This design comes from an exercise in tuning for small area and a short achievable clock period on the open sky130 flow, not from production work. At most, simulation tests tie the RTL to the original design; equivalence was not proved.

==> v33 <==
==> flow/design.v (excerpt) <==
module cordic (
    input  wire        clk,
    input  wire        rst,
    input  wire        valid_i,
    input  wire signed [16:0] x_i,
    input  wire signed [16:0] y_i,
    output wire        valid_o,
    output wire signed [16:0] x_o,
    output wire signed [16:0] y_o
    );
Settings: LEC_CHECK=0, ABC_AREA=1, CAP_MARGIN=20, CORE_MARGIN=2, CORE_UTILIZATION=40, CTS_CLUSTER_DIAMETER=120, CTS_CLUSTER_SIZE=20, PLACE_DENSITY=0.5, SETUP_SLACK_MARGIN=2.1, SLEW_MARGIN=20; clock period 4.6 ns.
standard.sh (not shown) runs the stock make flow with config.mk's settings and CLKGATE_MAP_FILE= SYNTH_SCRIPT=/design/flow/synth_recipe.tcl, a recipe that flattens the netlist after the stock synthesis.
==> flow/flow/run.sh <==
#!/bin/bash
# The standard layout (standard.sh: ORFS from synthesis to the final layout), with one change:
# ADDER_MAP_FILE is empty, so ORFS's synthesis skips Yosys's full/half adder extraction and abc maps
# the adders' logic like the rest. Everything else, including the registers, is the standard flow.
set -euo pipefail
cd "$(dirname "$0")/.."
export ADDER_MAP_FILE=
bash standard.sh > standard.log 2>&1
==> v22: changes against v33 <==
==> flow/run.sh (new file) <==
#!/bin/bash
# synth_recipe.tcl (not shown) runs the flow's synth.tcl, then flattens the netlist and writes it again
# the make line also repeats each setting of config.mk as NAME=value (left out here)
make -C /OpenROAD-flow-scripts/flow DESIGN_CONFIG=/design/flow/config.mk WORK_HOME=/design/flow/orfs CLKGATE_MAP_FILE= SYNTH_SCRIPT=/design/flow/synth_recipe.tcl finish
CTS_CLUSTER_DIAMETER = not set   (was 120)
CTS_CLUSTER_SIZE = not set   (was 20)
PLACE_DENSITY = not set   (was 0.5)
SETUP_SLACK_MARGIN = 1.0   (was 2.1)
removed: flow/flow/run.sh
removed: flow/standard.sh
==> v25: changes against v33 <==
==> flow/run.sh (new file) <==
#!/bin/bash
# synth_recipe.tcl (not shown) runs the flow's synth.tcl, then flattens the netlist and writes it again
# the make line also repeats each setting of config.mk as NAME=value (left out here)
make -C /OpenROAD-flow-scripts/flow DESIGN_CONFIG=/design/flow/config.mk WORK_HOME=/design/flow/orfs CLKGATE_MAP_FILE= SYNTH_SCRIPT=/design/flow/synth_recipe.tcl finish
ABC_AREA = not set   (was 1)
CTS_CLUSTER_DIAMETER = not set   (was 120)
CTS_CLUSTER_SIZE = not set   (was 20)
PLACE_DENSITY = not set   (was 0.5)
SETUP_SLACK_MARGIN = 1.8   (was 2.1)
removed: flow/flow/run.sh
removed: flow/standard.sh
==> v16: changes against v33 <==
CTS_CLUSTER_DIAMETER = 150   (was 120)
CTS_CLUSTER_SIZE = 30   (was 20)
PLACE_DENSITY = not set   (was 0.5)
SETUP_SLACK_MARGIN = 2.0   (was 2.1)
==> run_results.csv <==
group,metric,value,unit
outcome,status,"complete, no violations",
cts,cts.clk_slew.worst_paths,0.12,ns
critical_path,rr_endpoint,"rx5[14]$_DFF_P_",
route,vias,32980,
cells_and_area,fill_cells,9772,
critical_path,r2r-start,"rdx4$_DFF_P_",
global_route,grt_pass1_vias,29950,
# the run above: v16

==> run_results.csv <==
group,metric,value,unit
floorplan,die_w,311.5,um
critical_path,rr_endpoint,"rdx8$_DFF_P_",
cts,cts_tree,"built",
flow_run,cap_violations,0,
global_route,grt_pass1_vias,30480,
outcome,status,"complete, no violations",
route,vias,33280,
route,wl,92180,um
cells_and_area,n_antenna_cell,0,
cells_and_area,fill_cells,10000,
critical_path,r2r-start,"rdx7$_DFF_P_",
# the run above: v33

==> run_results.csv <==
group,metric,value,unit
route,vias,23270,
cts,cts.clk_slew.worst_paths,0.06,ns
timing,rsz0062_at_grt,"true",
cells_and_area,fill_cells,7545,
cts,cts-root-buf,"clkbuf_16",
critical_path,r2r-start,"rdx0$_DFF_P_",
outcome,status,"complete, no violations",
global_route,grt_pass1_vias,24550,
logic_synthesis,yosysWarnings,1,
critical_path,rr_endpoint,"rdx1$_DFF_P_",
timing,worst_slew_pin_slew,0.5926,ns
# the run above: v25

==> run_results.csv <==
group,metric,value,unit
critical_path,r2r-start,"rdx7$_DFF_P_",
route,vias,24150,
cells_and_area,fill_cells,8716,
critical_path,rr_endpoint,"rdx8$_DFF_P_",
cts,cts.clk_slew.worst_paths,0.06,ns
outcome,status,"complete, no violations",
# the run above: v22


========
==> v24: inputs <==
cordic again, from the RTL that the note above started with.
export LEC_CHECK = 0
export ABC_AREA = 1
export CAP_MARGIN = 20
export CORE_MARGIN = 2
export CORE_UTILIZATION = 40
export CTS_CLUSTER_DIAMETER = 120
export CTS_CLUSTER_SIZE = 20
export SETUP_SLACK_MARGIN = 2.2
export SLEW_MARGIN = 20
create_clock -name core_clock -period 4.6 [get_ports {clk}]
==> flow/flow/run.sh <==
#!/bin/bash
# The standard layout (standard.sh: ORFS from synthesis to the final layout), with one change:
# ADDER_MAP_FILE is empty, so ORFS's synthesis skips Yosys's full/half adder extraction and abc maps
# the adders' logic like the rest. Everything else, including the registers, is the standard flow.
set -euo pipefail
cd "$(dirname "$0")/.."
export ADDER_MAP_FILE=
bash standard.sh > standard.log 2>&1
==> inputs of v10, as changes to v24 <==
==> flow/run.sh (new file) <==
#!/bin/bash
# synth_recipe.tcl (not shown) runs the flow's synth.tcl, then flattens the netlist and writes it again
# the make line also repeats each setting of config.mk as NAME=value (left out here)
make -C /OpenROAD-flow-scripts/flow DESIGN_CONFIG=/design/flow/config.mk WORK_HOME=/design/flow/orfs CLKGATE_MAP_FILE= SYNTH_SCRIPT=/design/flow/synth_recipe.tcl finish
ABC_AREA = default   (was 1)
CTS_CLUSTER_DIAMETER = default   (was 120)
CTS_CLUSTER_SIZE = default   (was 20)
SETUP_SLACK_MARGIN = 1.5   (was 2.2)
removed: flow/flow/run.sh
removed: flow/standard.sh
==> inputs of v26, as changes to v24 <==
SETUP_SLACK_MARGIN = 2.1   (was 2.2)
==> qor summary <==
	v10	v24	v26
Net count after synthesis	4,072	6,077	6,077
Maximum number of pins on one net before global-route repair	20	34	28
Number of standard-cell rows in the floorplan	107	112	112
Floorplan die height	298 um	312 um	312 um
Die area	88,800 um2	97,100 um2	97,100 um2
Final instance count without filler cells	4,803	7,471	7,410
Placeable core region	85,400 um2	93,500 um2	93,500 um2
Slew of the pin with the lowest slew margin	0.656 ns	0.564 ns	0.541 ns
Buffers & Inverters on Critical Path	2	1	1
Number of global-route vias before repair	24,100	30,100	30,000
Clock-pin slew of the registers on the worst-case setup and hold paths	0.06 ns	0.08 ns	0.08 ns
Worst slew margin relative to its limit	56.0%	61.9%	63.5%
Amount of wire on met3 after detailed routing	2.02 mm	3.02 mm	3.20 mm
Via count	22,700	33,800	33,200
End point of the worst hold path	vp[8]	vp[5]	vp[13]
Count of inverters not on the clock network in the layout	521	917	915
Total of cells resized after clock tree synthesis	73	81	37
Result of the run	finished clean	finished clean	finished clean
Total routed wirelength	73.2 mm	88.3 mm	84.8 mm

========
==> run P <==
Another version of the RTL of cordic (not shown whole).
## cordic
module cordic (
    input  wire                     clk,
    input  wire                     rst,
    input  wire                     valid_i,
    input  wire signed [16:0] x_i,
    input  wire signed [16:0] y_i,
    output wire                     valid_o,
    output wire signed [16:0] x_o,
    output wire signed [16:0] y_o
    );
==> flow/config.mk <==
export PLATFORM = sky130hd
export DESIGN_NAME = cordic
export DESIGN_NICKNAME = cordic
export VERILOG_FILES = /design/flow/design.v
export SDC_FILE = /design/flow/constraint.sdc
export NUM_CORES = 4
export LEC_CHECK = 0
export CAP_MARGIN = 20
export CORE_MARGIN = 2
export CORE_UTILIZATION = 40
export SETUP_SLACK_MARGIN = 2.5
export SLEW_MARGIN = 20
export SYNTH_HIERARCHICAL = 1
==> flow/constraint.sdc <==
create_clock -name core_clock -period 4.6 [get_ports {clk}]
set_input_delay 0.9200 -clock core_clock [delete_from_list [all_inputs] [get_ports {clk}]]
set_output_delay 0.9200 -clock core_clock [all_outputs]
set_load 0.01 [all_outputs]
run.sh (not shown) runs the stock make flow with config.mk's settings and CLKGATE_MAP_FILE= SYNTH_SCRIPT=/design/flow/synth_recipe.tcl, a recipe that flattens the netlist after the stock synthesis.
Stock flow here: none of the scripts above is used.
==> run K (differences from run P) <==
==> flow/flow/run.sh (new file) <==
#!/bin/bash
# The standard layout (standard.sh: ORFS from synthesis to the final layout), with one change:
# ADDER_MAP_FILE is empty, so ORFS's synthesis skips Yosys's full/half adder extraction and abc maps
# the adders' logic like the rest. Everything else, including the registers, is the standard flow.
set -euo pipefail
cd "$(dirname "$0")/.."
export ADDER_MAP_FILE=
bash standard.sh > standard.log 2>&1
==> flow/standard.sh (new file) <==
#!/bin/bash
# synth_recipe.tcl (not shown) runs the flow's synth.tcl, then flattens the netlist and writes it again
# the make line also repeats each setting of config.mk as NAME=value (left out here)
make -C /OpenROAD-flow-scripts/flow DESIGN_CONFIG=/design/flow/config.mk WORK_HOME=/design/flow/orfs CLKGATE_MAP_FILE= SYNTH_SCRIPT=/design/flow/synth_recipe.tcl "${@:-finish}"
- ABC_AREA: not set -> 1
- SETUP_SLACK_MARGIN: 2.5 -> 2.2
removed: flow/run.sh
==> comparison table <==
item	run K	run P
Run status	complete, no violations	complete, no violations
F_max	439.1 MHz	433.3 MHz
Total routing usage reported by global routing	15.49%	15.66%
Fraction of synthesized area in multiplexers	0%	0.4834%
Standard cell area after detailed placement	55940 µm²	51910 µm²
Number of cells produced by synthesis	7287	4284
Post-Route Skew	0.05640 ns	0.03843 ns
Required @ worst endpoint	3.68 ns	5.23 ns
Worst setup path end	x_o[3]	u2_lo.yl[7]
Highest net fanout along the worst path	1	4
Floorplan core area	133600 µm²	120300 µm²
Portion of the clock cycle consumed by the worst path in the final layout	49.50%	50.17%
Met3 Use GR	2.540%	2.439%
Max-Slew Margin vs Limit	32.23%	52.40%
Count of distinct cell types in the synthesized netlist	66	89
No run of this note included a check of the RTL's function; only the layout flow was run.

-- what the ideal ports hide --
In the flow no input, the clock included, has a driving cell. The finished layouts below were timed again as built, in two steps.
Step 1 sets driving cells, clkbuf_16 on the clock port and buf_2 on the other inputs (assumed; they add their load-dependent delay and slew).
Step 2 moves the port delays by t, midway between the first and last clock arrival at a register: inputs arrive t later, outputs are due t later. That takes back most of the time a late clock gives input paths.
Three values: no drivers, after step 1, after step 2; two values: the first two.
| run | t (ns) | slack for setup (ns) | worst setup path at the end | clock arrival spread, ns | pins driven straight from the clock port |
|---|---|---|---|---|---|
| v33 | 0.637 | 2.228 / 2.165 / 1.634 | input to register | 0.028 / 0.029 | 1 |
| v22 | 0.674 | 1.261 / 1.261 / 1.261 | register to register | 0.037 / 0.037 | 1 |
| v25 | 0.663 | 1.370 / 1.370 / 1.351 | input to register | 0.053 / 0.053 | 1 |
| v16 | 0.647 | 2.176 / 2.113 / 1.631 | input to register | 0.031 / 0.030 | 1 |
| v24 | 0.621 | 2.258 / 2.200 / 1.769 | input to register | 0.037 / 0.037 | 1 |
| v10 | 0.663 | 1.474 / 1.474 / 1.366 | input to register | 0.035 / 0.035 | 1 |
| v26 | 0.623 | 2.199 / 2.133 / 1.663 | input to register | 0.027 / 0.027 | 1 |
| run P | 0.768 | 2.292 / 2.292 / 1.822 | input to register | 0.040 / 0.041 | 1 |
| run K | 0.795 | 2.323 / 2.254 / 2.121 | input to register | 0.056 / 0.056 | 1 |
After both steps every run listed still meets setup and hold. The setup slack of v33, which loses most, moves by -0.063 ns with the drivers and by -0.594 ns with both steps.
